Source: an optimization exercise on an open RTL-to-GDS flow (aim: small area). Production flows keep margins and buffers that such runs may drop. Function was checked by simulation only, so behaviour that the tests miss may differ from the original. Power figures rest on the tool's default switching activity, not on a simulated workload.

==> raven: inputs <==
==> flow/design.v (excerpt) <==
module Main(clk, vga_h_sync, vga_v_sync, vga_R, vga_G, vga_B, right, left, reset, start);
Settings: LEC_CHECK=0, ABC_AREA=1, CAP_MARGIN=0, CORE_MARGIN=2, CORE_UTILIZATION=40, PLACE_DENSITY=0.6, SLEW_MARGIN=0; clock period 10.0 ns.
standard.sh (not shown) runs the stock make flow with config.mk's settings and CLKGATE_MAP_FILE= SYNTH_SCRIPT=/design/flow/synth_recipe.tcl, a recipe that flattens the netlist after the stock synthesis.
==> flow/flow/run.sh <==
#!/bin/bash
# Layout flow: the standard flow (standard.sh) with these changes:
#  - synthesis: the logic is mapped with ABC's area-oriented mapper
#    (flow/abc_map.script) in place of ORFS's abc_area.script, and Yosys's
#    extract_fa (full/half adder extraction) is skipped; registers are made
#    exactly as in the standard synthesis;
#  - the port buffers are the smallest buffer;
#  - the clock tree is built from small clock buffers without dummy loads.
set -euo pipefail
HERE=$(pwd)
{
  cat <<EOT
proc abc {args} {
  set i [lsearch -exact \$args -script]
  if {\$i >= 0} { lset args [expr {\$i + 1}] $HERE/flow/abc_map.script }
  yosys abc {*}\$args
}
proc extract_fa {args} { puts "extract_fa skipped" }
EOT
  cat synth_recipe.tcl
} > my_synth.tcl
bash standard.sh SYNTH_SCRIPT=$HERE/my_synth.tcl synth > synth.log 2>&1
bash standard.sh "BUFFER_PORTS_ARGS=-buffer_cell sky130_fd_sc_hd__buf_1" \
  "CTS_ARGS=-sink_clustering_enable -repair_clock_nets -buf_list sky130_fd_sc_hd__clkbuf_8 -root_buf sky130_fd_sc_hd__clkbuf_8 -dont_use_dummy_load" \
  finish > layout.log 2>&1
==> flow/flow/abc_map.script <==
strash
dc2
dch
amap
topo
==> inputs of garnet, as changes to raven <==
- CAP_MARGIN: 0 -> 20
- SLEW_MARGIN: 0 -> 20
==> inputs of nickel, as changes to raven <==
- CAP_MARGIN: 0 -> 20
- CORE_UTILIZATION: 40 -> 55
- PLACE_DENSITY: 0.6 -> 0.7
- SLEW_MARGIN: 0 -> 20
==> summary of the runs <==
- Of raven and nickel, raven has the higher setup slack (gap 0.36 ns).
- Combinational power is about the same in garnet and raven.
- Synthesized cell count is the same in nickel and garnet.
- In clock power, garnet and nickel hardly differ.
- In sequential power, garnet and raven hardly differ.
- In register-to-register slack, garnet and raven hardly differ.
==> figures <==
Outcome: garnet timing/DRC/antenna clean; nickel timing/DRC/antenna clean; raven timing/DRC/antenna clean
Fin area: garnet 6206 sq um; nickel 6151 sq um; raven 6206 sq um
Length of routed wiring on met1: garnet 9286 um; nickel 8976 um; raven 9286 um
Register share of total power: garnet 0.558; nickel 0.552; raven 0.558
Finished Core Util: garnet 0.4436; nickel 0.5985; raven 0.4436
Detailed placer's ending HPWL: garnet 16700 um; nickel 17940 um; raven 16700 um
Switching pwr: garnet 0.1497 mW; nickel 0.1549 mW; raven 0.1497 mW
Met3 usage in global routing: garnet 0.08059; nickel 0.1116; raven 0.08059
Area of the core: garnet 13990 sq um; nickel 10280 sq um; raven 13990 sq um
Worst hold slack after final layout: garnet 0.4542 ns; nickel 0.4592 ns; raven 0.4542 ns
Combinational share of power: garnet 0.086; nickel 0.093; raven 0.086
Leak Pwr: garnet 1.983 nW; nickel 1.982 nW; raven 1.983 nW
Worst slack after detailed placement: garnet 4.527 ns; nickel 4.303 ns; raven 4.527 ns
Seq group: garnet 0.301 mW; nickel 0.302 mW; raven 0.301 mW


==> inputs of willow <==
Main again, from the RTL that the note above started with.
clock: 10.0 ns
lec_check: 0
abc_area: 1
cap_margin: 0
core_margin: 2
core_utilization: 65
place_density: 0.75
slew_margin: 0
Scripts as last shown in full above: flow/flow/run.sh, flow/flow/abc_map.script
==> inputs of zinc, as changes to willow <==
--- a/flow/flow/run.sh
+++ b/flow/flow/run.sh
@@ -22,4 +22,4 @@
 bash standard.sh SYNTH_SCRIPT=$HERE/my_synth.tcl synth > synth.log 2>&1
 bash standard.sh "BUFFER_PORTS_ARGS=-buffer_cell sky130_fd_sc_hd__buf_1" \
-  "CTS_ARGS=-sink_clustering_enable -repair_clock_nets -buf_list sky130_fd_sc_hd__clkbuf_8 -root_buf sky130_fd_sc_hd__clkbuf_8 -dont_use_dummy_load" \
+  "CTS_ARGS=-sink_clustering_enable -repair_clock_nets -buf_list sky130_fd_sc_hd__clkbuf_4 -root_buf sky130_fd_sc_hd__clkbuf_8 -dont_use_dummy_load -sink_clustering_size 10 -sink_clustering_max_diameter 50 -balance_levels" \
   finish > layout.log 2>&1
--- a/flow/config.mk
+++ b/flow/config.mk
@@ -7,7 +7,7 @@
 export LEC_CHECK = 0
 export ABC_AREA = 1
-export CAP_MARGIN = 0
+export CAP_MARGIN = 20
 export CORE_MARGIN = 2
-export CORE_UTILIZATION = 65
-export PLACE_DENSITY = 0.75
-export SLEW_MARGIN = 0
+export CORE_UTILIZATION = 40
+export PLACE_DENSITY = 0.6
+export SLEW_MARGIN = 20
==> inputs of fjord, as changes to willow <==
--- a/flow/flow/run.sh
+++ b/flow/flow/run.sh
@@ -22,4 +22,4 @@
 bash standard.sh SYNTH_SCRIPT=$HERE/my_synth.tcl synth > synth.log 2>&1
 bash standard.sh "BUFFER_PORTS_ARGS=-buffer_cell sky130_fd_sc_hd__buf_1" \
-  "CTS_ARGS=-sink_clustering_enable -repair_clock_nets -buf_list sky130_fd_sc_hd__clkbuf_8 -root_buf sky130_fd_sc_hd__clkbuf_8 -dont_use_dummy_load" \
+  "CTS_ARGS=-repair_clock_nets -buf_list sky130_fd_sc_hd__clkbuf_8 -root_buf sky130_fd_sc_hd__clkbuf_8 -dont_use_dummy_load" \
   finish > layout.log 2>&1
--- a/flow/config.mk
+++ b/flow/config.mk
@@ -7,7 +7,7 @@
 export LEC_CHECK = 0
 export ABC_AREA = 1
-export CAP_MARGIN = 0
+export CAP_MARGIN = 20
 export CORE_MARGIN = 2
-export CORE_UTILIZATION = 65
-export PLACE_DENSITY = 0.75
-export SLEW_MARGIN = 0
+export CORE_UTILIZATION = 40
+export PLACE_DENSITY = 0.6
+export SLEW_MARGIN = 20
==> qor summary <==
	fjord	zinc	willow
Outcome	timing/DRC/antenna clean	timing/DRC/antenna clean	timing/DRC/antenna clean
Sequential portion of the cell area	23.9%	23.9%	24.3%
Clk power	0.192 mW	0.192 mW	0.193 mW
Worst vdd ir	56.6 µV	56.6 µV	86.2 µV
Switch share	27.7%	27.7%	28.1%
Final core utilization	44.4%	44.4%	70.3%
Number of vias per cell after detailed routing	6.37	6.37	7.30
Met1 demand-to-capacity share in global routing	40.1%	40.1%	57.3%
Global Route met3 Usage	8.06%	8.06%	14.2%
Wire length after detailed routing	22200 µm	22200 µm	22600 µm
WHS Path Cells	2	2	1
Die Footprint	15400 µm²	15400 µm²	9660 µm²
Start point of the worst hold path	data[3]$_DFF_P_	data[3]$_DFF_P_	R$_DFF_P_
DP Worst Slack	4.53 ns	4.53 ns	4.27 ns
Total number of vias	7240	7240	7761
Internal portion of total power	0.390 mW	0.390 mW	0.391 mW
Post-detailed-placement half-perimeter wirelength	16700 µm	16700 µm	16700 µm

## port drivers added, routing unchanged
Ports are ideal in the flow. The routed layouts listed here were re-timed in OpenROAD. Step 1 (the two cells are an assumption about what drives the block):
set clk [get_ports {clk}]
set_driving_cell -lib_cell sky130_fd_sc_hd__clkbuf_16 $clk
set_driving_cell -lib_cell sky130_fd_sc_hd__buf_2 [delete_from_list [all_inputs] $clk]
Step 2 moves the port delays by t, midway between the first and last clock arrival at a register: inputs arrive t later, outputs are due t later. That takes back most of the time a late clock gives input paths. a / b / c = no drivers / after step 1 / after step 2; a / b = the first two.
| run | t, ns | setup WS [ns] | worst hold slack (ns) | worst setup path at the end | latest minus earliest clock arrival (ns) |
|---|---|---|---|---|---|
| raven | 0.411 | 4.238 / 4.238 / 4.238 | 0.454 / 0.454 / 0.454 | register to register | 0.021 / 0.021 |
| garnet | 0.411 | 4.238 / 4.238 / 4.238 | 0.454 / 0.454 / 0.454 | register to register | 0.021 / 0.021 |
| nickel | 0.392 | 3.874 / 3.874 / 3.874 | 0.459 / 0.459 / 0.459 | register to register | 0.029 / 0.029 |
| willow | 0.398 | 3.884 / 3.884 / 3.884 | 0.450 / 0.450 / 0.450 | register to register | 0.031 / 0.031 |
| zinc | 0.411 | 4.238 / 4.238 / 4.238 | 0.454 / 0.454 / 0.454 | register to register | 0.021 / 0.021 |
| fjord | 0.411 | 4.238 / 4.238 / 4.238 | 0.454 / 0.454 / 0.454 | register to register | 0.021 / 0.021 |
After both steps every run listed still meets setup and hold.
